What follows belongs to an exercise in optimizing a design on an open flow for small area and a short achievable clock period; a production flow would make more cautious choices.
Where RTL was checked, it was by simulation tests only, not by an equivalence proof against the original.
The RTL of run 7 was laid out without a check of its function.
Power is estimated from default activity; no workload was simulated.

**constraint.sdc**
```tcl
create_clock -name core_clock -period 12.5 [get_ports {clk}]
set_input_delay 2.5000 -clock core_clock [delete_from_list [all_inputs] [get_ports {clk}]]
set_output_delay 2.5000 -clock core_clock [all_outputs]
set_load 0.01 [all_outputs]
```
**config.mk**
```make
export PLATFORM = sky130hd
export DESIGN_NAME = fp_add
export DESIGN_NICKNAME = fp_add
export VERILOG_FILES = /design/flow/design.v
export SDC_FILE = /design/flow/constraint.sdc
export NUM_CORES = 8
export LEC_CHECK = 0
export ABC_AREA = 1
export CAP_MARGIN = 20
export CORE_MARGIN = 2
export CORE_UTILIZATION = 50
export SLEW_MARGIN = 20
```
**flow/run.sh**
```bash
#!/bin/bash
# The standard layout (standard.sh) with these changes:
#  - timing repair aimed well below the clock period (SETUP_SLACK_MARGIN);
#  - larger clock-tree sink clusters; port buffers of type buf_2.
bash standard.sh ADDER_MAP_FILE= SETUP_SLACK_MARGIN=9.2 CTS_CLUSTER_SIZE=30 CTS_CLUSTER_DIAMETER=100 \
  "BUFFER_PORTS_ARGS=-buffer_cell sky130_fd_sc_hd__buf_2" finish > standard.log 2>&1
```
**standard.sh**
```bash
#!/bin/bash
# synth_recipe.tcl (not shown) runs the flow's synth.tcl, then flattens the netlist and writes it again
# the make line also repeats each setting of config.mk as NAME=value (left out here)
make -C /OpenROAD-flow-scripts/flow DESIGN_CONFIG=/design/flow/config.mk WORK_HOME=/design/flow/orfs CLKGATE_MAP_FILE= SYNTH_SCRIPT=/design/flow/synth_recipe.tcl "${@:-finish}"
```
**design.v**
```verilog
module fp_add #(
    parameter pDATA_WIDTH = 64,
    parameter pEXP_WIDTH  = 11,
    parameter pFRAC_WIDTH = 52
) (
    input  [(pDATA_WIDTH-1):0] in_A,
    input  [(pDATA_WIDTH-1):0] in_B,
    input                      clk,
    input                      rst_n,
    input                      in_valid,
    output [(pDATA_WIDTH-1):0] result,
    output                     out_valid
);
    wire [10:0] ea_s0 = in_A[62:52];
    wire [10:0] eb_s0 = in_B[62:52];
    wire xa_s0 = &ea_s0;
    wire xb_s0 = &eb_s0;
    wire mza_s0 = ~|in_A[51:0];
    wire mzb_s0 = ~|in_B[51:0];
    wire nan_s0 = (xa_s0 & ~mza_s0) | (xb_s0 & ~mzb_s0) | (xa_s0 & xb_s0 & (in_A[63] ^ in_B[63]));
    wire spec_s0 = xa_s0 | xb_s0;
    wire isg_s0 = xa_s0 ? in_A[63] : in_B[63];
    wire [5:0] dab_s0;
    wire [5:0] dba_s0;
    fpa_add #(.N(6)) u_dab_0 (.a(ea_s0[5:0]), .b(~eb_s0[5:0]), .ci(1'b1), .s(dab_s0));
    fpa_add #(.N(6)) u_dba_0 (.a(eb_s0[5:0]), .b(~ea_s0[5:0]), .ci(1'b1), .s(dba_s0));
    wire elt_s0;
    fpa_lt #(.N(11)) u_elt_0 (.a(ea_s0), .b(eb_s0), .lt(elt_s0));
    reg v_al;
    always @(posedge clk or negedge rst_n)
        if (!rst_n) v_al <= 1'b0;
        else v_al <= in_valid;
    reg [63:0] A_al;
    always @(posedge clk) A_al <= in_A;
    reg [63:0] B_al;
    always @(posedge clk) B_al <= in_B;
    reg [5:0] dab_al;
    always @(posedge clk) dab_al <= dab_s0;
    reg [5:0] dba_al;
    always @(posedge clk) dba_al <= dba_s0;
    reg elt_al;
    always @(posedge clk) elt_al <= elt_s0;
    reg isg_al;
    always @(posedge clk) isg_al <= isg_s0;
    reg nan_al;
    always @(posedge clk) nan_al <= nan_s0;
    reg spec_al;
    always @(posedge clk) spec_al <= spec_s0;
    wire [5:0] sh_s1 = elt_al ? dba_al : dab_al;
    wire [5:0] hab_s1;
    wire [5:0] hba_s1;
    fpa_add #(.N(6)) u_hab_1 (.a({1'b0, A_al[62:58]}), .b({1'b1, ~B_al[62:58]}), .ci(A_al[57:52] >= B_al[57:52]), .s(hab_s1));
    fpa_add #(.N(6)) u_hba_1 (.a({1'b0, B_al[62:58]}), .b({1'b1, ~A_al[62:58]}), .ci(B_al[57:52] >= A_al[57:52]), .s(hba_s1));
    wire sat_s1 = (~hab_s1[5] & |hab_s1[4:0]) | (~hba_s1[5] & |hba_s1[4:0]);
    wire eeq_s1 = (A_al[62:52] == B_al[62:52]);
    wire ha_s1 = |A_al[62:52];
    wire hb_s1 = |B_al[62:52];
    wire [52:0] bm_s1 = elt_al ? {hb_s1, B_al[51:0]} : {ha_s1, A_al[51:0]};
    wire [52:0] sm_s1 = elt_al ? {ha_s1, A_al[51:0]} : {hb_s1, B_al[51:0]};
    wire [10:0] be_s1 = elt_al ? B_al[62:52] : A_al[62:52];
    wire mlt_s1;
    fpa_lt #(.N(52)) u_mlt_1 (.a(A_al[51:0]), .b(B_al[51:0]), .lt(mlt_s1));
    wire swap_s1 = elt_al | (eeq_s1 & mlt_s1);
    wire swm_s1 = eeq_s1 & mlt_s1;
    wire sgn_s1 = spec_al ? isg_al : (swap_s1 ? B_al[63] : A_al[63]);
    wire sub_s1 = A_al[63] ^ B_al[63];
    wire [55:0] al0_s1 = {sm_s1, 3'b000} >> sh_s1;
    wire [52:0] stkv_s1;
    genvar gi_1;
    for (gi_1 = 0; gi_1 < 53; gi_1 = gi_1 + 1) begin : g_stk_1
        assign stkv_s1[gi_1] = sm_s1[gi_1] & (sh_s1 >= gi_1 + 3);
    end
    wire [55:0] al_s1 = sat_s1 ? {55'd0, |sm_s1} : {al0_s1[55:1], |stkv_s1};
    wire [10:0] be1_s1;
    fpa_inc #(.N(11)) u_be1_1 (.a(be_s1), .ci(1'b1), .s(be1_s1), .co());
    reg v_add;
    always @(posedge clk or negedge rst_n)
        if (!rst_n) v_add <= 1'b0;
        else v_add <= v_al;
    reg [55:0] al_add;
    always @(posedge clk) al_add <= al_s1;
    reg [10:0] be1_add;
    always @(posedge clk) be1_add <= be1_s1;
    reg [52:0] bm_add;
    always @(posedge clk) bm_add <= bm_s1;
    reg nan_add;
    always @(posedge clk) nan_add <= nan_al;
    reg sgn_add;
    always @(posedge clk) sgn_add <= sgn_s1;
    reg spec_add;
    always @(posedge clk) spec_add <= spec_al;
    reg sub_add;
    always @(posedge clk) sub_add <= sub_s1;
    reg swm_add;
    always @(posedge clk) swm_add <= swm_s1;
    wire ib_s2 = sub_add & swm_add;
    wire ia_s2 = sub_add & ~swm_add;
    wire [56:0] sum_s2;
    fpa_add #(.N(57)) u_add_2 (.a({1'b0, bm_add, 3'b000} ^ {57{ib_s2}}), .b({1'b0, al_add} ^ {57{ia_s2}}), .ci(sub_add), .s(sum_s2));
    reg v_n1;
    always @(posedge clk or negedge rst_n)
        if (!rst_n) v_n1 <= 1'b0;
        else v_n1 <= v_add;
    reg [10:0] be1_n1;
    always @(posedge clk) be1_n1 <= be1_add;
    reg nan_n1;
    always @(posedge clk) nan_n1 <= nan_add;
    reg sgn_n1;
    always @(posedge clk) sgn_n1 <= sgn_add;
    reg spec_n1;
    always @(posedge clk) spec_n1 <= spec_add;
    reg [56:0] sum_n1;
    always @(posedge clk) sum_n1 <= sum_s2;
    wire z5_s3 = ~|sum_n1[56:25];
    wire [56:0] n1_s3 = z5_s3 ? {sum_n1[24:0], 32'd0} : sum_n1;
    wire z4_s3 = ~|n1_s3[56:41];
    wire [56:0] n2_s3 = z4_s3 ? {n1_s3[40:0], 16'd0} : n1_s3;
    wire [10:0] eh_s3;
    fpa_add #(.N(11)) u_eh_3 (.a(be1_n1), .b({5'b11111, ~z5_s3, ~z4_s3, 4'b1111}), .ci(1'b1), .s(eh_s3));
    wire z3_s4 = ~|n2_s3[56:49];
    wire [56:0] n3_s4 = z3_s4 ? {n2_s3[48:0], 8'd0} : n2_s3;
    wire z2_s5 = ~|n3_s4[56:53];
    wire [56:0] n4_s5 = z2_s5 ? {n3_s4[52:0], 4'd0} : n3_s4;
    reg v_n4;
    always @(posedge clk or negedge rst_n)
        if (!rst_n) v_n4 <= 1'b0;
        else v_n4 <= v_n1;
    reg [10:0] eh_n4;
    always @(posedge clk) eh_n4 <= eh_s3;
    reg [56:0] n4_n4;
    always @(posedge clk) n4_n4 <= n4_s5;
    reg nan_n4;
    always @(posedge clk) nan_n4 <= nan_n1;
    reg sgn_n4;
    always @(posedge clk) sgn_n4 <= sgn_n1;
    reg spec_n4;
    always @(posedge clk) spec_n4 <= spec_n1;
    reg z2_n4;
    always @(posedge clk) z2_n4 <= z2_s5;
    reg z3_n4;
    always @(posedge clk) z3_n4 <= z3_s4;
    wire z1_s6 = ~|n4_n4[56:55];
    wire [56:0] n5_s6 = z1_s6 ? {n4_n4[54:0], 2'd0} : n4_n4;
    wire z0_s6 = ~n5_s6[56];
    wire [56:0] n6_s6 = z0_s6 ? {n5_s6[55:0], 1'd0} : n5_s6;
    wire zero_s6 = ~n6_s6[56];
    wire [10:0] e1_s6;
    fpa_add #(.N(11)) u_e1_6 (.a(eh_n4), .b({7'b1111111, ~z3_n4, ~z2_n4, ~z1_s6, ~z0_s6}), .ci(1'b1), .s(e1_s6));
    wire rup_s6 = n6_s6[3] & (n6_s6[4] | |n6_s6[2:0]);
    wire [51:0] fm_s6 = nan_n4 ? 52'd1 : (spec_n4 ? 52'd0 : n6_s6[55:4]);
    wire [10:0] fe_s6 = spec_n4 ? 11'h7FF : (zero_s6 ? 11'd0 : e1_s6);
    wire fs_s6 = sgn_n4 & ~nan_n4 & (spec_n4 | ~zero_s6);
    wire fr_s6 = rup_s6 & ~spec_n4;
    wire [51:0] mr_s7;
    wire mc_s7;
    fpa_inc #(.N(52)) u_inc_7 (.a(fm_s6), .ci(fr_s6), .s(mr_s7), .co(mc_s7));
    wire [10:0] fe1_s7;
    fpa_inc #(.N(11)) u_einc_7 (.a(fe_s6), .ci(1'b1), .s(fe1_s7), .co());
    wire [63:0] res_s7 = {fs_s6, (mc_s7 ? fe1_s7 : fe_s6), mr_s7};
    reg v_o;
    always @(posedge clk or negedge rst_n)
        if (!rst_n) v_o <= 1'b0;
        else v_o <= v_n4;
    reg [63:0] res_o;
    always @(posedge clk) res_o <= res_s7;
    assign result = res_o;
    assign out_valid = v_o;
endmodule
module fpa_add #(parameter N = 8) (
    input  [N-1:0] a,
    input  [N-1:0] b,
    input          ci,
    output [N-1:0] s
);
    localparam M = N + 1;
    localparam L = (M <= 2) ? 1 : (M <= 4) ? 2 : (M <= 8) ? 3 : (M <= 16) ? 4 : (M <= 32) ? 5 : (M <= 64) ? 6 : 7;
    wire [M-1:0] g0 = {a & b, ci};
    wire [M-1:0] p0 = {a ^ b, 1'b0};
    wire [(L+1)*M-1:0] G, P;
    assign G[M-1:0] = g0;
    assign P[M-1:0] = p0;
    genvar l, i;
    generate
        for (l = 0; l < L; l = l + 1) begin : lv
            for (i = 0; i < M; i = i + 1) begin : bt
                if ((i >> l) & 1) begin : c
                    assign G[(l+1)*M+i] = G[l*M+i] | (P[l*M+i] & G[l*M+((i>>l)<<l)-1]);
                    assign P[(l+1)*M+i] = P[l*M+i] & P[l*M+((i>>l)<<l)-1];
                end else begin : w
                    assign G[(l+1)*M+i] = G[l*M+i];
                    assign P[(l+1)*M+i] = P[l*M+i];
                end
            end
        end
    endgenerate
    assign s = p0[M-1:1] ^ G[L*M +: N];
endmodule
module fpa_inc #(parameter N = 8) (
    input  [N-1:0] a,
    input          ci,
    output [N-1:0] s,
    output         co
);
    localparam M = N + 1;
    localparam L = (M <= 2) ? 1 : (M <= 4) ? 2 : (M <= 8) ? 3 : (M <= 16) ? 4 : (M <= 32) ? 5 : (M <= 64) ? 6 : 7;
    wire [(L+1)*M-1:0] P;
    assign P[M-1:0] = {a, ci};
    genvar l, i;
    generate
        for (l = 0; l < L; l = l + 1) begin : lv
            for (i = 0; i < M; i = i + 1) begin : bt
                if ((i >> l) & 1) begin : c
                    assign P[(l+1)*M+i] = P[l*M+i] & P[l*M+((i>>l)<<l)-1];
                end else begin : w
                    assign P[(l+1)*M+i] = P[l*M+i];
                end
            end
        end
    endgenerate
    assign s = a ^ P[L*M +: N];
    assign co = P[L*M+N];
endmodule
module fpa_lt #(parameter N = 8) (
    input  [N-1:0] a,
    input  [N-1:0] b,
    output         lt
);
    localparam L = (N <= 2) ? 1 : (N <= 4) ? 2 : (N <= 8) ? 3 : (N <= 16) ? 4 : (N <= 32) ? 5 : (N <= 64) ? 6 : 7;
    localparam W = 1 << L;
    wire [W-1:0] g0 = {{(W-N){1'b0}}, ~a & b};
    wire [W-1:0] e0 = {{(W-N){1'b1}}, ~(a ^ b)};
    wire [2*W-1:0] G, E;
    assign G[W +: W] = g0;
    assign E[W +: W] = e0;
    genvar i;
    generate
        for (i = 1; i < W; i = i + 1) begin : nd
            assign G[i] = G[2*i+1] | (E[2*i+1] & G[2*i]);
            assign E[i] = E[2*i+1] & E[2*i];
        end
    endgenerate
    assign lt = G[1];
endmodule
```
==> impl_metrics.ini, run 1 <==
[sta]
final_max_slew_viol_count = 0
fin_crit_sh_pct = 28.8
fin_setup_tns_ps = 0
hold_ws_ps = 333
skew_ps = 29.4
fin_crit_ps = 3590
rsz0062_at_grt = yes
post-route-worst-setup-slack_ps = 8910
tightestPinTransition_ps = 1120
setup_viol = 0
relSlewSlack_pct = 24.3
fmax_ghz = 0.278
hold_violations = 0

[synth]
yosysWarnings = 1
synth_top_area_cell = dfxtp_1
synth_edf_count = 0
synth-seq-area-share_pct = 35.6
synth_common_cells = 1,264 x nand2_1, 476 x dfxtp_1, 404 x o21ai_0, 403 x inv_1, 374 x nor2_1
synthCells = 4094
synth_area_um2 = 27100
syn-num-nets = 4225
synth_top_area_share_pct = 35.1
synthArstFlopShare_pct = 1.04
ys_ff_latch = 481
synth.distinct_cells = 74
synth_area_leaders = dfxtp_1 35%, nand2_1 18%, o21ai_0 7.5%
synth_top_flop_cell = dfxtp_1
syn_area_per_cell_um2 = 6.62
synth_most_common_cell = nand2_1

[route]
viasPerCell = 5.34
totalWireLength_um = 87600
ant_nets = 0
vias = 26457
wl_per_cell_um = 17.7
dr.pass1.iters = 7
drtIter0Drc = 2646
drcViolationCount = 0

[cts]
clk_latency_ps = 600
cts.hold.buffers_added = 0
root_buffer = clkbuf_16
tritoncts = done
cts_max_level = 1
path_clk_slew_ps = 100
clock_path_buffers = 3
cts_sinks = 481
cts_buffers = 24

[global_routing]
first_global_vias = 23896
grt_start_max_net_pins = 83
gr-total-overflow = 0
antenna_found_initial = 5
grt_pass1_wl_um = 132000
grt_use_total_pct = 29.8

[finish]
finalNonFillerCells = 4955
syn_to_final_growth_pct = 12.7
final_area_um2 = 30600
drive_gt1_share_pct = 12.6
finalCoreUtilization_pct = 56.9
final_nets = 4375

[floorplan]
die_height_um = 237
die_area_um2 = 56100
start_util_pct = 50.5
io-pin-count = 196
rows = 85
core_um2 = 53700
die_x_um = 237

[setup_path]
worst-path-buf-inv = 1
start_kind = register
critPathSlowestCell = dfrtp_1
required_ps = 10000
criticalPathCategory = reg2out
path_cells = buf_2
arrival_ps = 1090
cp_slowest_stage_delay_ps = 380
worst_setup_path_end_kind = primary output
worstPathMaxFanout = 1
crit_family = flip-flops

[run]
drv_cap = 0

[placed_design]
place_area_um2 = 28300
place_congestion = 1.00
dp_worst_setup_slack_ps = 7960
dp_cells = 4844
dp_hpwl_um = 65500
io_buffers = 195

[run_status]
status = timing/DRC/antenna clean

[power]
power-per-cell-area_nw_per_um2 = 205
power_mw = 6.25
vdd_ir_drop_max_mv = 0.152
cellLeakagePower_nw = 14.8

[min_path]
hold_class = reg2reg
## layout make-up
class | count | area (µm²)
Clock inverter | 13 | 186
Tap cell | 696 | 871
Timing Repair inverter | 1 | 5.00
Inverter | 432 | 1690
Timing Repair Buffer | 278 | 2020
Clock buffer | 27 | 633
Fill cell | 5417 | 23200
Sequential cell | 481 | 9690
Antenna cell | 1 | 2.50
Multi-Input combinational cell | 3026 | 15500
## kinds of logic (layout without fill, tap and decap cells)
kind of cell | Yosys count | after routing | synth area share [%]
simple gates | 2060 | 2070 | 32.1
compound gates | 705 | 705 | 14.7
buf+inv | 597 | 751 | 9.38
flops | 481 | 481 | 35.6
xor+xnor | 223 | 223 | 7.23
mux | 28 | 28 | 1.03
other cells | 0 | 1 | 0
## placed cells by master (no fill, tap or decap), types with 68 or more instances in the layout
cell | netlist | final
a21oi_1 | 85 | 83
buf_2 | 40 | 180
dfxtp_1 | 476 | 456
inv_1 | 403 | 395
nand2_1 | 1264 | 1256
nand3_1 | 174 | 173
nor2_1 | 374 | 362
o21ai_0 | 404 | 381
o21ai_1 | 48 | 68
xor2_1 | 158 | 157
## timing repair
action | CTS | global route
resized for setup | 70 | 115
pin swaps | 11 | 26
setup buffers | 9 | 41
endpoints found under the setup margin | 279 | 244
cloned | 6 | 14
## worst paths after layout
kind                          start  cells past startpoint  slack, ps        end
setup / recovery                v_o                      1       8910  out_valid
hold / removal             spec_add                      0        330    spec_n1
setup reg to reg             elt_al                     19       9150  al_add[0]
hold reg to reg            spec_add                      0        330    spec_n1
max in group asynchronous     rst_n                      1      10660        v_o
min in group asynchronous     rst_n                      1       1720       v_al
## routing by layer
metal / vias up / GRT usage, % / share of wire (%)
met5: - / 0 / 0
met3: 114 / 5.69 / 9.0
met4: 0 / 7.04 / 2.4
met1: 11948 / 42.7 / 47
met2: 985 / 46.0 / 42
li1: 13410 / - / -
## registers in the layout (all words and copies together), names as in the netlist, 53 cells and up
signal	flops
A_al	64
B_al	64
al_add	56
n4_n4	57
res_o	64
bm_add	53
sum_n1	57
## where the power goes
group	switching, mW	leakage [nW]	internal, mW	total (mW)
Combinational	2.03	10.3	1.08	3.11
Clock	0.558	0.399	0.395	0.953
Sequential	0.241	4.06	1.95	2.19
==> run 2, diff against run 1 <==
==> flow/run.sh (replaced) <==
#!/bin/bash
bash standard.sh ADDER_MAP_FILE= SETUP_SLACK_MARGIN=9.2 \
  "CTS_ARGS=-sink_clustering_enable -repair_clock_nets -sink_clustering_size 24 -sink_clustering_max_diameter 80 -dont_use_dummy_load" \
  "BUFFER_PORTS_ARGS=-buffer_cell sky130_fd_sc_hd__buf_2" finish > standard.log 2>&1
==> impl_metrics.ini, run 2 <==
[setup_path]
arrival_ps = 1080
start_kind = register
required_ps = 10000
criticalPathCategory = reg2out
worstPathMaxFanout = 1
reg2reg_depth = 18
r2r_start = elt_al
cp_slowest_stage_delay_ps = 370
worst_setup_path_end_kind = primary output
reg2reg_to = al_add[0]
critPathSlowestCell = dfrtp_1
crit_family = flip-flops
path_cells = buf_2
worst-path-buf-inv = 1
rrSetupSlack_ps = 9140

[global_routing]
first_global_vias = 24019
grt_pass1_wl_um = 133000
gr-total-overflow = 0
grt_busiest_layer = met2
grt_use_met1_pct = 43.2
grtUsageMet2_pct = 46.0
grt_util_met3_pct = 5.53
antenna_found_initial = 1
grt_start_max_net_pins = 83
grt_use_total_pct = 30.1

[synth]
synth_top_area_cell = dfxtp_1
synth-seq-area-share_pct = 35.6
synth_area_um2 = 27100
yosysWarnings = 1
synthArstFlopShare_pct = 1.04
synth.distinct_cells = 74
synth_edf_count = 0
ys_ff_latch = 481
synth_top_flop_cell = dfxtp_1
synth_most_common_cell = nand2_1
synth_area_leaders = dfxtp_1 35%, nand2_1 18%, o21ai_0 7.5%
synth_common_cells = 1,264 x nand2_1, 476 x dfxtp_1, 404 x o21ai_0, 403 x inv_1, 374 x nor2_1
synth_top_area_share_pct = 35.1
synthCells = 4094
syn-num-nets = 4225
syn_area_per_cell_um2 = 6.62

[route]
drtIter0Drc = 2522
dr.pass1.iters = 6
wl_per_cell_um = 17.9
totalWireLength_um = 88400
ant_nets = 0
viasPerCell = 5.38
drcViolationCount = 0
vias = 26623

[cts]
clk_latency_ps = 570
cts_max_level = 2
path_clk_slew_ps = 80
cts_buffers = 34
root_buffer = clkbuf_16
cts_sinks = 481
tritoncts = done
clock_path_buffers = 3

[finish]
syn_to_final_growth_pct = 13.3
antenna_cells = 0
top_regs = A_al x64, B_al x64, res_o x64
final_nets = 4386
fill_cells = 5435
finalCoreUtilization_pct = 57.2
final_cell_mix = 1,256 x nand2_1, 458 x dfxtp_1, 395 x inv_1
layout_commonest_cell = nand2_1
drive_gt1_share_pct = 12.6

[sta]
relSlewSlack_pct = 20.4
hold_violations = 0
skew_ps = 56.6
fin_crit_ps = 3580
fin_crit_sh_pct = 28.6
final_max_slew_viol_count = 0
tightestPinTransition_ps = 1180
fmax_ghz = 0.279
rsz0062_at_grt = yes
setup_viol = 0
fin_setup_tns_ps = 0

[floorplan]
die_height_um = 237
die_x_um = 237
io-pin-count = 196
core_um2 = 53700
start_util_pct = 50.5
die_area_um2 = 56100
rows = 85

[power]
vdd_ir_drop_max_mv = 0.104
power-per-cell-area_nw_per_um2 = 205
cellLeakagePower_nw = 14.8

[run_status]
status = timing/DRC/antenna clean

[min_path]
hold_path_end = be1_n1[3]
whs_path_depth = 0
hold_class = reg2reg
hp-start = be1_add[3]

[placed_design]
io_buffers = 195
dp_hpwl_um = 65500
place_congestion = 1.00

[run]
drv_cap = 0
-- run 2: cell counts after synthesis --
No cell type changed its count.
-- run 2: through the flow --
step                instance area (µm²)  total power, mW  setup slack (ps)  std cells  hold WS [ps]
floorplan                         27200             4.25              8810       4094           310
global placement                  28300             5.05              7860       4843           310
detailed placement                28300             5.04              7960       4844           312
CTS                               29700             6.11              8870       4895           320
global route                      30700             6.78              8860       4949           323
finish                            30700             6.31              8920       4949           321
-- run 2: logic make-up after synthesis --
kind of cell | synth area share (%)
compound gates | 14.7
mux | 1.03
flops | 35.6
xor+xnor | 7.23
buf+inv | 9.38
simple gates | 32.1
-- run 2: timing repair --
action / in CTS / in global routing
setup endpoints to repair: 280 / 246
hold buffers: 0 / 0
pin swaps: 14 / 32
cloned: 6 / 16
buffers inserted: 11 / 38
gates resized for setup: 84 / 117
-- run 2: cell type report --
| type | instances | area (µm²) | area share, % |
|---|---|---|---|
| Tap cell | 696 | 871 | 2.84 |
| Clock buffer | 34 | 851 | 2.77 |
| Multi-Input combinational cell | 3028 | 15500 | 50.6 |
| Inverter | 432 | 1700 | 5.53 |
| Timing Repair Buffer | 278 | 2060 | 6.70 |
| Sequential cell | 481 | 9680 | 31.5 |
-- run 2: worst max path at each step --
| stage | start | end | slack [ps] | cells after the start |
|---|---|---|---|---|
| after global routing | v_o | out_valid | 8860 | 1 |
| final | v_o | out_valid | 8920 | 1 |
| after floorplan | in_B[52] | elt_al | 8810 | 12 |
| after global placement | sum_n1[56] | n4_n4[3] | 7860 | 22 |
| after CTS | v_o | out_valid | 8870 | 1 |
| after detailed placement | elt_al | al_add[0] | 7960 | 17 |
-- run 2: per-layer routing --
metal / part of all wire, % / wire, µm
met5: 0 / 0
met4: 2.7 / 2420
met3: 8.4 / 7410
met2: 42 / 37000
met1: 47 / 41600
-- run 2: where the power goes --
part           internal, mW  total (mW)  leakage [nW]  switching, mW
Combinational          1.08        3.11          10.4           2.03
Sequential             1.95        2.19          4.05          0.239
Clock                 0.483        1.00         0.419          0.520
Total                  3.51        6.31          14.8           2.79
==> run 3, diff against run 2 <==
==> flow/run.sh (replaced) <==
#!/bin/bash
bash standard.sh ADDER_MAP_FILE= SETUP_SLACK_MARGIN=8.95 \
  "CTS_ARGS=-sink_clustering_enable -repair_clock_nets -sink_clustering_size 24 -sink_clustering_max_diameter 80 -dont_use_dummy_load" \
  "BUFFER_PORTS_ARGS=-buffer_cell sky130_fd_sc_hd__buf_2" finish > standard.log 2>&1
==> impl_metrics.ini, run 3 <==
[power]
p_int_mw = 3.40
cellLeakagePower_nw = 14.4
power-per-cell-area_nw_per_um2 = 205
p_sw_share_pct = 44.2
p_seq_share_pct = 36.0
p_comb_share_pct = 48.6
vdd_ir_drop_max_mv = 0.129
p_clk_share_pct = 15.3
power.switching_mw = 2.69

[finish]
drive_gt1_share_pct = 10.8
antenna_cells = 0
final_nets = 4336
layout_commonest_cell = nand2_1
fill_cells = 5556
final_cell_mix = 1,261 x nand2_1, 457 x dfxtp_1, 395 x inv_1
top_regs = A_al x64, B_al x64, res_o x64
syn_to_final_growth_pct = 9.75

[sta]
fmax_ghz = 0.277
hold_ws_ps = 327
relSlewSlack_pct = 21.7
fin_setup_tns_ps = 0
rsz0062_at_grt = yes
final_max_slew_viol_count = 0
hold_violations = 0
fin_crit_ps = 3610
post-route-worst-setup-slack_ps = 8890
fin_crit_sh_pct = 28.9
tightestPinTransition_ps = 1160
setup_viol = 0
skew_ps = 58.2

[synth]
synthCells = 4094
synth_area_leaders = dfxtp_1 35%, nand2_1 18%, o21ai_0 7.5%
synth_top_flop_cell = dfxtp_1
synth.distinct_cells = 74
yosysWarnings = 1
syn-num-nets = 4225
synth_top_area_cell = dfxtp_1
synth_most_common_cell = nand2_1
synth-seq-area-share_pct = 35.6
synth_edf_count = 0
synth_area_um2 = 27100
ys_ff_latch = 481
synth_common_cells = 1,264 x nand2_1, 476 x dfxtp_1, 404 x o21ai_0, 403 x inv_1, 374 x nor2_1
synthArstFlopShare_pct = 1.04
synth_top_area_share_pct = 35.1
syn_area_per_cell_um2 = 6.62

[route]
drcViolationCount = 0
ant_nets = 0
wl_per_cell_um = 17.2
totalWireLength_um = 84200
viasPerCell = 5.28
vias = 25855
drtIter0Drc = 2209
dr.pass1.iters = 9

[placed_design]
dp_hpwl_um = 65000
place_congestion = 0.971
io_buffers = 195
dp_worst_setup_slack_ps = 7900

[setup_path]
arrival_ps = 1110
cp_slowest_stage_delay_ps = 360
r2r_start = elt_al
crit_family = flip-flops
worst_setup_path_end_kind = primary output
cp.depth = 1
critPathSlowestCell = dfrtp_1
reg2reg_depth = 14
reg2reg_to = al_add[7]
rrSetupSlack_ps = 9030
start_kind = register
startpoint = v_o
critPathCapture = out_valid
worstPathMaxFanout = 1
required_ps = 10000
worst-path-buf-inv = 1
path_cells = buf_2
criticalPathCategory = reg2out

[run]
drv_cap = 0

[global_routing]
grt_util_met3_pct = 5.12
grt_use_total_pct = 28.9
antenna_found_initial = 3
grt_pass1_wl_um = 129000
grt_busiest_layer = met2
gr-total-overflow = 0
grtUsageMet2_pct = 43.8
grt_use_met1_pct = 42.5
grt_start_max_net_pins = 89
first_global_vias = 23423

[cts]
path_clk_slew_ps = 90
cts_sinks = 481
cts_buffers = 31
clk_latency_ps = 630
cts_max_level = 1
cts.hold.buffers_added = 0
tritoncts = done
clock_path_buffers = 3
root_buffer = clkbuf_16

[floorplan]
start_util_pct = 50.5
io-pin-count = 196
core_um2 = 53700
die_height_um = 237
die_area_um2 = 56100
die_x_um = 237
rows = 85

[min_path]
hold_class = reg2reg

[run_status]
status = timing/DRC/antenna clean
[run 3: cell counts after synthesis]
Identical to the previous run, type by type.
[run 3: worst register-to-register path, delay by kind of cell (launching register included)]
| kind | cells | cell delay [ps] |
|---|---|---|
| flops | 1 | 430 |
| simple gates | 5 | 750 |
| buf+inv | 3 | 510 |
| compound gates | 6 | 1690 |
[run 3: how the worst min path moves through the flow]
stage,startpoint,end,slack [ps],depth (start not counted)
after CTS,be1_add[2],be1_n1[2],330,0
after global routing,be1_n1[3],eh_n4[3],330,0
final,be1_add[9],be1_n1[9],330,0
after floorplan,be1_add[0],be1_n1[0],310,0
after global placement,be1_add[7],be1_n1[7],310,0
after detailed placement,be1_add[2],be1_n1[2],310,0
[run 3: metal layers]
metal	up-vias	share of wire [%]
li1	13318	-
met1	11580	47
met2	834	42
met3	123	7.8
met4	0	2.3
met5	-	0
[run 3: stage by stage]
| step | area (µm²) | total power [mW] | util, % | std cells |
|---|---|---|---|---|
| finish | 29800 | 6.09 | 55.4 | 4899 |
| global route | 29800 | 6.57 | 55.4 | 4899 |
| CTS | 29300 | 6.02 | 54.6 | 4879 |
| detailed placement | 28300 | 5.04 | 52.7 | 4844 |
| global placement | 28300 | 5.05 | 52.7 | 4843 |
| floorplan | 27200 | 4.25 | - | 4094 |
[run 3: area by class of cell]
cell class | instances | area (µm²) | share of cell area (%)
Clock buffer | 31 | 776 | 2.61
Sequential cell | 481 | 9690 | 32.6
Timing Repair inverter | 1 | 5.00 | 0.0168
Timing Repair Buffer | 237 | 1550 | 5.19
Inverter | 432 | 1680 | 5.64
Multi-Input combinational cell | 3021 | 15200 | 51.1
Tap cell | 696 | 871 | 2.93
[run 3: power groups by stage]
| stage | registers (mW) | logic, mW | clock network [mW] |
|---|---|---|---|
| CTS | 2.19 | 2.87 | 0.955 |
| finish | 2.20 | 2.96 | 0.935 |
| global placement | 2.22 | 2.83 | 0 |
| detailed placement | 2.22 | 2.82 | 0 |
| global route | 2.23 | 3.32 | 1.01 |
| floorplan | 2.17 | 2.08 | 0 |
[run 3: cell families after synthesis]
group           Yosys count  share of synthesized area (%)
simple gates           2060                           32.1
xor+xnor                223                           7.23
flops                   481                           35.6
compound gates          705                           14.7
mux                      28                           1.03
buf+inv                 597                           9.38
[run 3: what timing repair did]
item,in CTS,in global routing
resized for setup,53,66
endpoints found under the setup margin,242,238
setup buffers,1,15
pin swaps,4,6
gates cloned,3,5
==> run 4, diff against run 3 <==
--- a/config.mk
+++ b/config.mk
@@ -10,3 +10,3 @@
 export CORE_MARGIN = 2
-export CORE_UTILIZATION = 50
+export CORE_UTILIZATION = 55
 export SLEW_MARGIN = 20
==> impl_metrics.ini, run 4 <==
[finish]
antenna_cells = 0
final_nets = 4326
finalCoreUtilization_pct = 60.4
top_regs = A_al x64, B_al x64, res_o x64
drive_gt1_share_pct = 10.3
final_cell_mix = 1,261 x nand2_1, 466 x dfxtp_1, 398 x inv_1, 398 x o21ai_0, 366 x nor2_1
finalNonFillerCells = 4857
final_area_um2 = 29500
layout_commonest_cell = nand2_1
syn_to_final_growth_pct = 8.89

[sta]
fmax_ghz = 0.281
hold_ws_ps = 316
relSlewSlack_pct = 26.5
final_max_slew_viol_count = 0
hold_violations = 0
fin_crit_sh_pct = 28.5
setup_viol = 0
skew_ps = 57.1
tightestPinTransition_ps = 1090
fin_setup_tns_ps = 0
fin_crit_ps = 3560
post-route-worst-setup-slack_ps = 8940
rsz0062_at_grt = yes

[setup_path]
path_cells = buf_2
cp_slowest_stage_delay_ps = 360
criticalPathCategory = reg2out
critPathSlowestCell = dfrtp_1
worst_setup_path_end_kind = primary output
rrSetupSlack_ps = 9120
required_ps = 10000
worstPathMaxFanout = 1
arrival_ps = 1060
worst-path-buf-inv = 1
start_kind = register
crit_family = flip-flops

[synth]
synth_top_area_share_pct = 35.1
synth-adder-area-share_pct = 0
synth_edf_count = 0
syn_area_per_cell_um2 = 6.62
synth.area.mux_share_pct = 1.03
syn-num-nets = 4225
synth-seq-area-share_pct = 35.6
synth_top_family_by_area = simple AND/OR/NAND/NOR gates
synth_area_leaders = dfxtp_1 35%, nand2_1 18%, o21ai_0 7.5%
synth_top_flop_cell = dfxtp_1
synth_xor_area_share_pct = 7.23
yosysWarnings = 1
synth_top_area_cell = dfxtp_1
synth.distinct_cells = 74
synth_common_cells = 1,264 x nand2_1, 476 x dfxtp_1, 404 x o21ai_0, 403 x inv_1, 374 x nor2_1
synth-compound-area-share_pct = 14.7
synth-simple-area-share_pct = 32.1
synth_area_um2 = 27100
synth_most_common_cell = nand2_1
ys_ff_latch = 481
synthArstFlopShare_pct = 1.04
synthCells = 4094

[power]
power-per-cell-area_nw_per_um2 = 207
power_mw = 6.10
cellLeakagePower_nw = 14.3
vdd_ir_drop_max_mv = 0.125

[route]
dr.pass1.iters = 6
drtIter0Drc = 2584
totalWireLength_um = 82100
wl_per_cell_um = 16.9
ant_nets = 0
vias = 26134
drcViolationCount = 0
viasPerCell = 5.38

[placed_design]
place_area_um2 = 28200
dp_worst_setup_slack_ps = 7850
dp_hpwl_um = 63100
dp_cells = 4811
place_congestion = 1.01
io_buffers = 195

[run]
drv_cap = 0

[run_status]
status = timing/DRC/antenna clean

[cts]
clock_path_buffers = 3
tritoncts = done
cts.hold.buffers_added = 0
path_clk_slew_ps = 90
clk_latency_ps = 580
cts_max_level = 2
root_buffer = clkbuf_16
cts_sinks = 481
cts_buffers = 34

[global_routing]
grt_use_total_pct = 31.3
first_global_vias = 23351
gr-total-overflow = 0
antenna_found_initial = 3
grt_start_max_net_pins = 82
grt_pass1_wl_um = 125000

[floorplan]
die_area_um2 = 51100
io-pin-count = 196
rows = 81
core_um2 = 48800
die_x_um = 226
start_util_pct = 55.5
die_height_um = 226

[min_path]
hold_class = reg2reg
## run 4: cell counts after synthesis
Identical to the previous run, type by type.
## run 4: worst paths after layout
path,from,endpoint,cells after the start
worst min-delay path,be1_add[2],be1_n1[2],0
worst max-delay path,v_o,out_valid,1
worst min register to register,be1_add[2],be1_n1[2],0
worst max register to register,elt_al,al_add[0],13
max in group asynchronous,rst_n,v_n4,1
min in group asynchronous,rst_n,v_n1,1
## run 4: final cells by class
cell class,count,area [µm²]
sequential,481,9670
clock buffer,34,851
inverter,432,1670
multi-input combinational,3024,15200
timing repair buffer,222,1310
fill,4886,19300
tap,664,831
## run 4: where the power goes
part	internal [mW]	switching [mW]	leakage [nW]
sequential	1.95	0.234	4.05
clock	0.483	0.517	0.419
combinational	0.979	1.94	9.83
## run 4: layer usage
metal  vias up  track usage, %  share of wire [%]  routed length [µm]
met5         -               0              0.013                  11
li1      13315               -                  -                   -
met2       945            47.2                 41               33900
met3       157            6.31                8.8                7220
met4         2            9.85                3.2                2650
met1     11715            44.7                 47               38200
## run 4: cells by family after synthesis
kind of cell	count (synthesis)
AOI/OAI and AO/OA	705
muxes	28
xor gates and xnor gates	223
DFF	481
and+or+nand+nor	2060
buffers and inverters	597
## run 4: worst register-to-register path, stage by stage (launching register included)
cell      delay (ps)
dfxtp_4          490
inv_1            200
or2_2            300
o21ai_1           80
buf_4            300
nand2_1          290
inv_1            500
o22ai_1          200
a211oi_1         350
nand4_1          130
nor2_1           130
nand3_1           90
nand2_1           70
o21ai_0           90
## run 4: repair_timing
| item | CTS | global route |
|---|---|---|
| resized for setup | 27 | 56 |
| pin swaps | 2 | 7 |
| setup buffers | 2 | 2 |
| hold endpoints to repair | 0 | 0 |
| setup endpoints to repair | 181 | 184 |
| cloned | 2 | 6 |
==> run 5, diff against run 4 <==
==> flow/run.sh (replaced) <==
#!/bin/bash
bash standard.sh ADDER_MAP_FILE= SETUP_SLACK_MARGIN=9.2 \
  "CTS_ARGS=-sink_clustering_enable -repair_clock_nets -sink_clustering_size 24 -sink_clustering_max_diameter 80 -sink_clustering_levels 1" \
  "BUFFER_PORTS_ARGS=-buffer_cell sky130_fd_sc_hd__buf_2" finish > standard.log 2>&1
--- a/config.mk
+++ b/config.mk
@@ -10,3 +10,3 @@
 export CORE_MARGIN = 2
-export CORE_UTILIZATION = 55
+export CORE_UTILIZATION = 50
 export SLEW_MARGIN = 20
==> impl_metrics.ini, run 5 <==
[run_status]
status = timing/DRC/antenna clean

[floorplan]
rows = 85
die_height_um = 237
die_area_um2 = 56100
die_x_um = 237
core_um2 = 53700
start_util_pct = 50.5
io-pin-count = 196

[global_routing]
antenna_found_initial = 1
grt_pass1_wl_um = 133000
grt_start_max_net_pins = 83
first_global_vias = 24020
gr-total-overflow = 0
grt_use_total_pct = 30.1

[finish]
layout_commonest_cell = nand2_1
finalNonFillerCells = 4964
syn_to_final_growth_pct = 14.2
final_cell_mix = 1,255 x nand2_1, 459 x dfxtp_1, 395 x inv_1
drive_gt1_share_pct = 12.9
final_nets = 4377
antenna_cells = 0
top_regs = A_al x64, B_al x64, res_o x64

[setup_path]
worst-path-buf-inv = 1
worst_setup_path_end_kind = primary output
critPathSlowestCell = dfrtp_1
criticalPathCategory = reg2out
required_ps = 10000
arrival_ps = 1090
path_cells = buf_2
start_kind = register
crit_family = flip-flops
cp_slowest_stage_delay_ps = 380
worstPathMaxFanout = 1

[synth]
synth_common_cells = 1,264 x nand2_1, 476 x dfxtp_1, 404 x o21ai_0, 403 x inv_1, 374 x nor2_1
synth_area_leaders = dfxtp_1 35%, nand2_1 18%, o21ai_0 7.5%
synth.distinct_cells = 74
ys_ff_latch = 481
yosysWarnings = 1
syn_area_per_cell_um2 = 6.62
synth_top_area_cell = dfxtp_1
synth_top_flop_cell = dfxtp_1
synthCells = 4094
synth_area_um2 = 27100
synth-seq-area-share_pct = 35.6
syn-num-nets = 4225
synth_most_common_cell = nand2_1
synth_edf_count = 0
synth_top_area_share_pct = 35.1
synthArstFlopShare_pct = 1.04

[route]
drcViolationCount = 0
ant_nets = 0
dr.pass1.iters = 9
drtIter0Drc = 2560
viasPerCell = 5.36
vias = 26584
totalWireLength_um = 88200
wl_per_cell_um = 17.8

[cts]
cts_buffers = 34
clk_latency_ps = 580
clock_path_buffers = 3
root_buffer = clkbuf_16
cts_max_level = 2
cts.hold.buffers_added = 0
path_clk_slew_ps = 90
cts_sinks = 481
tritoncts = done

[power]
cellLeakagePower_nw = 15.0
vdd_ir_drop_max_mv = 0.106
power-per-cell-area_nw_per_um2 = 211

[sta]
final_max_slew_viol_count = 0
post-route-worst-setup-slack_ps = 8910
relSlewSlack_pct = 21.2
tightestPinTransition_ps = 1170
fin_setup_tns_ps = 0
fmax_ghz = 0.279
setup_viol = 0
fin_crit_ps = 3590
hold_violations = 0
rsz0062_at_grt = yes
skew_ps = 22.8
fin_crit_sh_pct = 28.7

[placed_design]
dp_hpwl_um = 65500
dp_cells = 4844
io_buffers = 195
dp_worst_setup_slack_ps = 7960
place_congestion = 1.00

[min_path]
hold_class = reg2reg

[run]
drv_cap = 0
run 5: cell counts after synthesis:
Identical to the previous run, type by type.
run 5: path summary, 6_finish.rpt:
kind | startpoint | endpoint | slack, ps | depth (start not counted)
max | v_o | out_valid | 8910 | 1
min | be1_add[10] | be1_n1[10] | 330 | 0
max reg2reg | elt_al | al_add[0] | 9120 | 18
min reg2reg | be1_add[10] | be1_n1[10] | 330 | 0
max in group asynchronous | rst_n | v_o | 10650 | 1
min in group asynchronous | rst_n | v_add | 1720 | 1
run 5: area by class of cell:
cell class / count / area (µm²)
flip-flops and latches: 481 / 9680
multi-input cells: 3027 / 15500
inverters: 432 / 1690
clock inverters: 21 / 337
fillers: 5405 / 22700
clock buffers: 37 / 893
repair buffers: 270 / 2000
well taps: 696 / 871
run 5: repair_timing:
item / CTS / global route
setup endpoints to repair: 279 / 246
gates cloned: 6 / 14
endpoints found under the hold margin: 0 / 0
buffers inserted: 9 / 33
gates resized for setup: 74 / 117
pin swaps: 11 / 34
run 5: logic make-up (layout without fill, tap and decap cells):
kind of cell | count (synthesis) | in the layout | synth area share, %
buf+inv | 597 | 760 | 9.38
flops | 481 | 481 | 35.6
simple gates | 2060 | 2071 | 32.1
xor+xnor | 223 | 223 | 7.23
compound gates | 705 | 705 | 14.7
mux | 28 | 28 | 1.03
run 5: metrics by stage:
step	total power, mW	hold slack, ps	utilization (%)	instance area [µm²]
after floorplan	4.25	310	-	27200
after global placement	5.05	310	52.7	28300
after detailed placement	5.04	312	52.7	28300
after CTS	6.35	333	55.8	30000
after global routing	7.02	335	57.7	31000
final	6.55	332	57.7	31000
run 5: routing by layer:
| layer | vias to the layer above | routed length (µm) | track usage (%) | share of wire (%) |
|---|---|---|---|---|
| met5 | - | 0 | 0 | 0 |
| met4 | 0 | 2290 | 7.86 | 2.6 |
| met3 | 135 | 7580 | 5.35 | 8.6 |
| met2 | 946 | 36800 | 46.3 | 42 |
| met1 | 12080 | 41600 | 43.4 | 47 |
| li1 | 13423 | - | - | - |
run 5: report_power, final:
group / total, mW / internal (mW) / switching, mW
combinational: 3.11 / 1.08 / 2.03
clock: 1.25 / 0.632 / 0.618
sequential: 2.19 / 1.95 / 0.239
==> run 6, diff against run 5 <==
==> flow/run.sh (replaced) <==
#!/bin/bash
bash standard.sh ADDER_MAP_FILE= SETUP_SLACK_MARGIN=8.9 \
  "CTS_ARGS=-sink_clustering_enable -repair_clock_nets -sink_clustering_size 16 -sink_clustering_max_diameter 60 -dont_use_dummy_load -buf_list sky130_fd_sc_hd__clkbuf_8 -root_buf sky130_fd_sc_hd__clkbuf_16" \
  "BUFFER_PORTS_ARGS=-buffer_cell sky130_fd_sc_hd__buf_2" finish > standard.log 2>&1
--- a/config.mk
+++ b/config.mk
@@ -10,3 +10,3 @@
 export CORE_MARGIN = 2
-export CORE_UTILIZATION = 50
+export CORE_UTILIZATION = 60
 export SLEW_MARGIN = 20
==> impl_metrics.ini, run 6 <==
[run_status]
status = timing/DRC/antenna clean

[sta]
fmax_ghz = 0.280
relSlewSlack_pct = 24.6
setup_viol = 0
skew_ps = 65.0
hold_violations = 0
final_max_slew_viol_count = 0
fin_crit_sh_pct = 28.6
rsz0062_at_grt = yes
fin_crit_ps = 3570
fin_setup_tns_ps = 0
tightestPinTransition_ps = 1120

[cts]
cts.hold.buffers_added = 0
path_clk_slew_ps = 90
root_buffer = clkbuf_16
clk_latency_ps = 570
cts_max_level = 2
clock_path_buffers = 3
tritoncts = done
cts_buffers = 43
cts_sinks = 481

[floorplan]
core_um2 = 44400
start_util_pct = 61.0
rows = 77
die_x_um = 217
die_area_um2 = 46900
die_height_um = 217
io-pin-count = 196

[finish]
top_regs = A_al x64, B_al x64, res_o x64
drive_gt1_share_pct = 10.6
final_area_um2 = 29300
final_cell_mix = 1,259 x nand2_1, 473 x dfxtp_1, 400 x o21ai_0
final_nets = 4347
syn_to_final_growth_pct = 8.16
finalCoreUtilization_pct = 66.0
layout_commonest_cell = nand2_1

[route]
drcViolationCount = 0
viasPerCell = 5.51
wl_per_cell_um = 16.9
ant_nets = 0
totalWireLength_um = 81400
dr.pass1.iters = 6
drtIter0Drc = 2503
vias = 26477

[placed_design]
io_buffers = 195
place_congestion = 1.03
dp_hpwl_um = 61400
place_area_um2 = 28100

[synth]
ys_ff_latch = 481
synth_common_cells = 1,264 x nand2_1, 476 x dfxtp_1, 404 x o21ai_0, 403 x inv_1, 374 x nor2_1
syn_area_per_cell_um2 = 6.62
synth_top_flop_cell = dfxtp_1
synth_area_leaders = dfxtp_1 35%, nand2_1 18%, o21ai_0 7.5%
synth-compound-area-share_pct = 14.7
syn-num-nets = 4225
synth_edf_count = 0
synth_area_um2 = 27100
synth_top_area_cell = dfxtp_1
yosysWarnings = 1
synthArstFlopShare_pct = 1.04
synth-seq-area-share_pct = 35.6
synth.area.mux_share_pct = 1.03
synth-simple-area-share_pct = 32.1
synth_top_family_by_area = simple AND/OR/NAND/NOR gates
synthCells = 4094
synth-adder-area-share_pct = 0
synth_xor_area_share_pct = 7.23
synth_top_area_share_pct = 35.1
synth_most_common_cell = nand2_1
synth.distinct_cells = 74

[global_routing]
grt_pass1_wl_um = 124000
antenna_found_initial = 4
gr-total-overflow = 0
first_global_vias = 23713
grt_start_max_net_pins = 107
grt_use_total_pct = 33.4

[setup_path]
critPathSlowestCell = dfrtp_1
path_cells = buf_2
start_kind = register
crit_family = flip-flops
criticalPathCategory = reg2out
required_ps = 10000
worstPathMaxFanout = 1
worst_setup_path_end_kind = primary output
arrival_ps = 1070
worst-path-buf-inv = 1
cp_slowest_stage_delay_ps = 380

[power]
power_mw = 5.97
cellLeakagePower_nw = 14.3
vdd_ir_drop_max_mv = 0.266
power-per-cell-area_nw_per_um2 = 204

[min_path]
hold_class = reg2reg

[run]
drv_cap = 0
-- run 6: cell types whose count changed in the layout (fill, tap and decap cells not counted), sizes merged, moves of 2 or more --
cell	delta
nand2	-5
inv	-6
buf	-30
nor2	+5
clkinv	-9
clkbuf	-2
bufinv	-4
-- run 6: report_power, final --
part	switching [mW]	total (mW)	internal, mW
Sequential	0.227	2.17	1.95
Combinational	1.96	2.95	0.989
Clock	0.503	0.848	0.345
-- run 6: logic make-up after synthesis --
group                     count (synthesis)
xor gates and xnor gates                223
buffers and inverters                   597
and+or+nand+nor                        2060
AOI/OAI and AO/OA                       705
DFF                                     481
muxes                                    28
-- run 6: final cells by class --
type                       instances  area (µm²)
antenna                            1        2.50
clock buffer                      43         648
fill                            4215       15100
inverter                         432        1670
multi-input combinational       3026       15200
sequential                       481        9670
tap                              592         741
timing repair buffer             231        1370
timing repair inverter             1        5.00
-- run 6: worst paths after layout --
path / from / to / slack [ps] / depth (start not counted)
max: v_o / out_valid / 8930 / 1
min: be1_n1[1] / eh_n4[1] / 320 / 0
max reg2reg: elt_al / al_add[10] / 8980 / 11
min reg2reg: be1_n1[1] / eh_n4[1] / 320 / 0
max in group asynchronous: rst_n / v_n1 / 10630 / 1
min in group asynchronous: rst_n / v_o / 1740 / 1
-- run 6: through the flow --
| stage | setup slack, ps | hold slack (ps) | std cells |
|---|---|---|---|
| floorplan | 8810 | 310 | 4094 |
| global placement | 7460 | 310 | 4737 |
| detailed placement | 7350 | 312 | 4737 |
| CTS | 8900 | 320 | 4785 |
| global route | 8840 | 328 | 4806 |
| finish | 8930 | 317 | 4807 |
-- run 6: timing repair --
| item | CTS | global route |
|---|---|---|
| setup endpoints to repair | 191 | 168 |
| pin swaps | 3 | 11 |
| cloned | 4 | 8 |
| setup buffers | 1 | 13 |
| gates resized for setup | 32 | 36 |
-- run 6: layer usage --
| metal | wire length [µm] | vias to the layer above | part of all wire, % | track usage (%) |
|---|---|---|---|---|
| met5 | 0 | - | 0 | 0 |
| met4 | 2770 | 0 | 3.4 | 11.4 |
| met3 | 8010 | 174 | 9.8 | 7.12 |
| met2 | 34200 | 1123 | 42 | 51.2 |
| met1 | 36400 | 11832 | 45 | 46.7 |
| li1 | - | 13348 | - | - |
==> run 7, diff against run 6 <==
--- a/design.v
+++ b/design.v
@@ -22,8 +22,9 @@
     wire isg_s0 = xa_s0 ? in_A[63] : in_B[63];
-    wire [5:0] dab_s0;
-    wire [5:0] dba_s0;
-    fpa_add #(.N(6)) u_dab_0 (.a(ea_s0[5:0]), .b(~eb_s0[5:0]), .ci(1'b1), .s(dab_s0));
-    fpa_add #(.N(6)) u_dba_0 (.a(eb_s0[5:0]), .b(~ea_s0[5:0]), .ci(1'b1), .s(dba_s0));
-    wire elt_s0;
-    fpa_lt #(.N(11)) u_elt_0 (.a(ea_s0), .b(eb_s0), .lt(elt_s0));
+    wire [11:0] dab_s0;
+    wire [10:0] dba_s0;
+    fpa_add #(.N(12)) u_dab_0 (.a({1'b0, ea_s0}), .b({1'b1, ~eb_s0}), .ci(1'b1), .s(dab_s0));
+    fpa_add #(.N(11)) u_dba_0 (.a(eb_s0), .b(~ea_s0), .ci(1'b1), .s(dba_s0));
+    wire elt_s0 = dab_s0[11];
+    wire [5:0] cab_s0 = (|dab_s0[10:6]) ? 6'd63 : dab_s0[5:0];
+    wire [5:0] cba_s0 = (|dba_s0[10:6]) ? 6'd63 : dba_s0[5:0];
     reg v_al;
@@ -36,6 +37,6 @@
     always @(posedge clk) B_al <= in_B;
-    reg [5:0] dab_al;
-    always @(posedge clk) dab_al <= dab_s0;
-    reg [5:0] dba_al;
-    always @(posedge clk) dba_al <= dba_s0;
+    reg [5:0] cab_al;
+    always @(posedge clk) cab_al <= cab_s0;
+    reg [5:0] cba_al;
+    always @(posedge clk) cba_al <= cba_s0;
     reg elt_al;
@@ -48,9 +49,4 @@
     always @(posedge clk) spec_al <= spec_s0;
-    wire [5:0] sh_s1 = elt_al ? dba_al : dab_al;
-    wire [5:0] hab_s1;
-    wire [5:0] hba_s1;
-    fpa_add #(.N(6)) u_hab_1 (.a({1'b0, A_al[62:58]}), .b({1'b1, ~B_al[62:58]}), .ci(A_al[57:52] >= B_al[57:52]), .s(hab_s1));
-    fpa_add #(.N(6)) u_hba_1 (.a({1'b0, B_al[62:58]}), .b({1'b1, ~A_al[62:58]}), .ci(B_al[57:52] >= A_al[57:52]), .s(hba_s1));
-    wire sat_s1 = (~hab_s1[5] & |hab_s1[4:0]) | (~hba_s1[5] & |hba_s1[4:0]);
-    wire eeq_s1 = (A_al[62:52] == B_al[62:52]);
+    wire [5:0] sh_s1 = elt_al ? cba_al : cab_al;
+    wire eeq_s1 = ~|cab_al;
     wire ha_s1 = |A_al[62:52];
@@ -63,3 +59,3 @@
     wire swap_s1 = elt_al | (eeq_s1 & mlt_s1);
-    wire swm_s1 = eeq_s1 & mlt_s1;
+    wire swm_s1 = eeq_s1 & (mlt_s1 ^ elt_al);
     wire sgn_s1 = spec_al ? isg_al : (swap_s1 ? B_al[63] : A_al[63]);
@@ -72,3 +68,3 @@
     end
-    wire [55:0] al_s1 = sat_s1 ? {55'd0, |sm_s1} : {al0_s1[55:1], |stkv_s1};
+    wire [55:0] al_s1 = {al0_s1[55:1], |stkv_s1};
     wire [10:0] be1_s1;
@@ -175,3 +171,3 @@
     localparam M = N + 1;
-    localparam L = (M <= 2) ? 1 : (M <= 4) ? 2 : (M <= 8) ? 3 : (M <= 16) ? 4 : (M <= 32) ? 5 : (M <= 64) ? 6 : 7;
+    localparam L = $clog2(M);
     wire [M-1:0] g0 = {a & b, ci};
@@ -204,3 +200,3 @@
     localparam M = N + 1;
-    localparam L = (M <= 2) ? 1 : (M <= 4) ? 2 : (M <= 8) ? 3 : (M <= 16) ? 4 : (M <= 32) ? 5 : (M <= 64) ? 6 : 7;
+    localparam L = $clog2(M);
     wire [(L+1)*M-1:0] P;
@@ -227,3 +223,3 @@
 );
-    localparam L = (N <= 2) ? 1 : (N <= 4) ? 2 : (N <= 8) ? 3 : (N <= 16) ? 4 : (N <= 32) ? 5 : (N <= 64) ? 6 : 7;
+    localparam L = $clog2(N);
     localparam W = 1 << L;
==> flow/run.sh (replaced) <==
#!/bin/bash
# The standard layout (standard.sh) with these changes:
#  - timing repair aimed well below the clock period (SETUP_SLACK_MARGIN);
#  - larger clock-tree sink clusters; port buffers of type buf_2; higher utilization.
bash standard.sh ADDER_MAP_FILE= SETUP_SLACK_MARGIN=9.2 CTS_CLUSTER_SIZE=30 CTS_CLUSTER_DIAMETER=100 \
  "BUFFER_PORTS_ARGS=-buffer_cell sky130_fd_sc_hd__buf_2" CORE_UTILIZATION=65 finish > standard.log 2>&1
--- a/config.mk
+++ b/config.mk
@@ -10,3 +10,3 @@
 export CORE_MARGIN = 2
-export CORE_UTILIZATION = 60
+export CORE_UTILIZATION = 40
 export SLEW_MARGIN = 20
==> impl_metrics.ini, run 7 <==
[finish]
top_regs = A_al x64, B_al x64, res_o x64
final_nets = 4246
layout_commonest_cell = nand2_1
final_cell_mix = 1,157 x nand2_1, 436 x dfxtp_1, 382 x o21ai_0
drive_gt1_share_pct = 14.5
syn_to_final_growth_pct = 12.6
finalNonFillerCells = 4652
antenna_cells = 0

[cts]
tritoncts = done
clock_path_buffers = 3
clk_latency_ps = 600
root_buffer = clkbuf_16
cts_buffers = 20
path_clk_slew_ps = 120
cts_max_level = 1
cts.hold.buffers_added = 0
cts_sinks = 482

[route]
drtIter0Drc = 3679
ant_nets = 0
totalWireLength_um = 97100
dr.pass1.iters = 14
drcViolationCount = 0
wl_per_cell_um = 20.9
viasPerCell = 6.18
vias = 28735

[global_routing]
grt_start_max_net_pins = 123
grt_busiest_layer = met2
grt_use_met1_pct = 53.8
grt_pass1_wl_um = 140000
first_global_vias = 26269
gr-total-overflow = 0
grt_util_met3_pct = 10.7
antenna_found_initial = 4
grtUsageMet2_pct = 67.2
grt_use_total_pct = 42.0

[floorplan]
io-pin-count = 196
die_x_um = 206
start_util_pct = 65.5
die_area_um2 = 42600
rows = 74
die_height_um = 206
core_um2 = 40600

[synth]
synth_area_leaders = dfxtp_1 36%, nand2_1 17%, o21ai_0 7.6%
synth_area_um2 = 26600
synth_top_flop_cell = dfxtp_1
synth-seq-area-share_pct = 36.3
synth_most_common_cell = nand2_1
synthCells = 3959
yosysWarnings = 1
synth_edf_count = 0
synth_common_cells = 1,176 x nand2_1, 477 x dfxtp_1, 406 x o21ai_0, 381 x inv_1, 364 x nor2_1
syn_area_per_cell_um2 = 6.73
synth_top_area_share_pct = 35.8
synth_top_area_cell = dfxtp_1
synth.distinct_cells = 73
ys_ff_latch = 482
synthArstFlopShare_pct = 1.04
syn-num-nets = 4090

[power]
cellLeakagePower_nw = 14.2
power.switching_mw = 2.91
power-per-cell-area_nw_per_um2 = 208
p_int_mw = 3.34
p_sw_share_pct = 46.5
p_seq_share_pct = 35.2
p_clk_share_pct = 13.0
vdd_ir_drop_max_mv = 0.162
p_comb_share_pct = 51.8
power_mw = 6.25

[sta]
fin_setup_tns_ps = 0
setup_viol = 0
fin_crit_ps = 3980
fmax_ghz = 0.251
hold_ws_ps = 338
tightestPinTransition_ps = 1030
post-route-worst-setup-slack_ps = 8520
hold_violations = 0
rsz0062_at_grt = yes
fin_crit_sh_pct = 31.8
final_max_slew_viol_count = 0
relSlewSlack_pct = 30.9
skew_ps = 45.6

[setup_path]
required_ps = 12980
start_kind = input pin
criticalPathCategory = in2reg
worst_setup_path_end_kind = register
arrival_ps = 4460
worstPathMaxFanout = 6
reg2reg_depth = 15

[run_status]
status = timing/DRC/antenna clean

[placed_design]
io_buffers = 195
dp_worst_setup_slack_ps = 7590
dp_cells = 4543
place_congestion = 1.07
dp_hpwl_um = 67000

[min_path]
hold_class = reg2reg
whs_path_depth = 0

[run]
drv_cap = 0
## run 7: cell types whose count changed after synthesis, moves of 11 or more
cell | previous run | this run
nand2_1 | 1264 | 1176
inv_1 | 403 | 381
nand3_1 | 174 | 159
or2_2 | 45 | 60
a31oi_1 | 40 | 29
mux2i_1 | 28 | 17
xor2_1 | 158 | 169
## run 7: final timing paths
check / start / end / slack, ps
min in group asynchronous: rst_n / v_al / 1720
min: be1_add[3] / be1_n1[3] / 340
min reg2reg: be1_add[3] / be1_n1[3] / 340
max: in_B[53] / cab_al[1] / 8520
max reg2reg: n4_n4[55] / res_o[46] / 9230
max in group asynchronous: rst_n / v_n1 / 10660
## run 7: final cells by class
class                           instances  area, µm²
Fill cell                            3019      10600
Timing Repair Buffer                  277       2160
Clock buffer                           23        522
Timing Repair inverter                  3       17.5
Clock inverter                          4       52.6
Multi-Input combinational cell       2922      15200
Inverter                              409       1610
Tap cell                              532        666
Sequential cell                       482       9740
## run 7: cells by family after synthesis
group / share of synthesized area [%]
AOI/OAI and AO/OA: 14.8
buffers and inverters: 9.23
xor gates and xnor gates: 7.46
and+or+nand+nor: 31.6
adders and majority gates: 0.0376
muxes: 0.639
DFF: 36.3
## run 7: power by group through the flow
stage	logic (mW)	clock network [mW]	registers, mW
after floorplan	1.99	0	2.14
after global placement	2.57	0	2.17
after detailed placement	2.65	0	2.17
after CTS	2.87	0.800	2.15
after global routing	3.48	0.855	2.22
final	3.24	0.814	2.20
## run 7: worst max-delay path: stages
cell	delay (ps)
buf_12	110
inv_12	30
nor2_4	210
nor2_4	80
buf_4	140
nand2_4	70
a31oi_4	90
nand2_1	100
nand2_2	60
a21oi_2	150
o21ai_2	90
nand2_2	110
nand2_4	80
a21oi_1	250
xor2_1	140
inv_2	120
nand4_1	120
## run 7: per-stage QoR
stage	util [%]	area, µm²
floorplan	-	26700
global placement	67.9	27600
detailed placement	67.9	27600
CTS	71.7	29100
global route	73.8	30000
finish	73.8	30000
## run 7: layer usage
layer	vias to the layer above	part of all wire, %
met1	13183	38
met2	2014	44
met3	509	12
met5	-	0
li1	13029	-
met4	0	5.8
## run 7: what timing repair did
item / CTS / global route
buffers inserted: 30 / 30
endpoints found under the setup margin: 295 / 241
resized for setup: 147 / 134
cloned: 13 / 9
pin swaps: 44 / 38

==> re-timing with driven ports <==
Ports are ideal in the flow. The routed layouts listed here were re-timed in OpenROAD. Step 1: set_driving_cell puts a clkbuf_16 on clk and a buf_2 on each other input, an assumption about the parent block. Step 2 adds t to the input delays and takes it off the output delays; t is the mean of the earliest and latest rising clock arrival at the registers after step 1. Input paths then give back, and output paths get back, about the clock's delay inside the block. Slacks: ideal ports / drivers / drivers and shift; pairs: ideal ports / drivers.
| run | shift t [ns] | setup WS [ns] | slew at the worst register clock pin (ns) |
|---|---|---|---|
| run 1 | 0.645 | 8.906 / 8.846 / 8.479 | 0.12 / 0.12 |
| run 2 | 0.609 | 8.921 / 8.862 / 8.467 | 0.09 / 0.09 |
| run 3 | 0.668 | 8.888 / 8.823 / 8.410 | 0.09 / 0.09 |
| run 4 | 0.611 | 8.941 / 8.880 / 8.441 | 0.09 / 0.09 |
| run 5 | 0.631 | 8.911 / 8.850 / 8.477 | 0.09 / 0.09 |
| run 6 | 0.592 | 8.931 / 8.874 / 8.415 | 0.11 / 0.11 |
| run 7 | 0.645 | 8.523 / 8.522 / 7.876 | 0.12 / 0.12 |
After both steps every run listed still meets setup and hold. For run 7, which loses most, drivers alone change the setup slack by -0.001 ns; drivers and shift together by -0.647 ns.
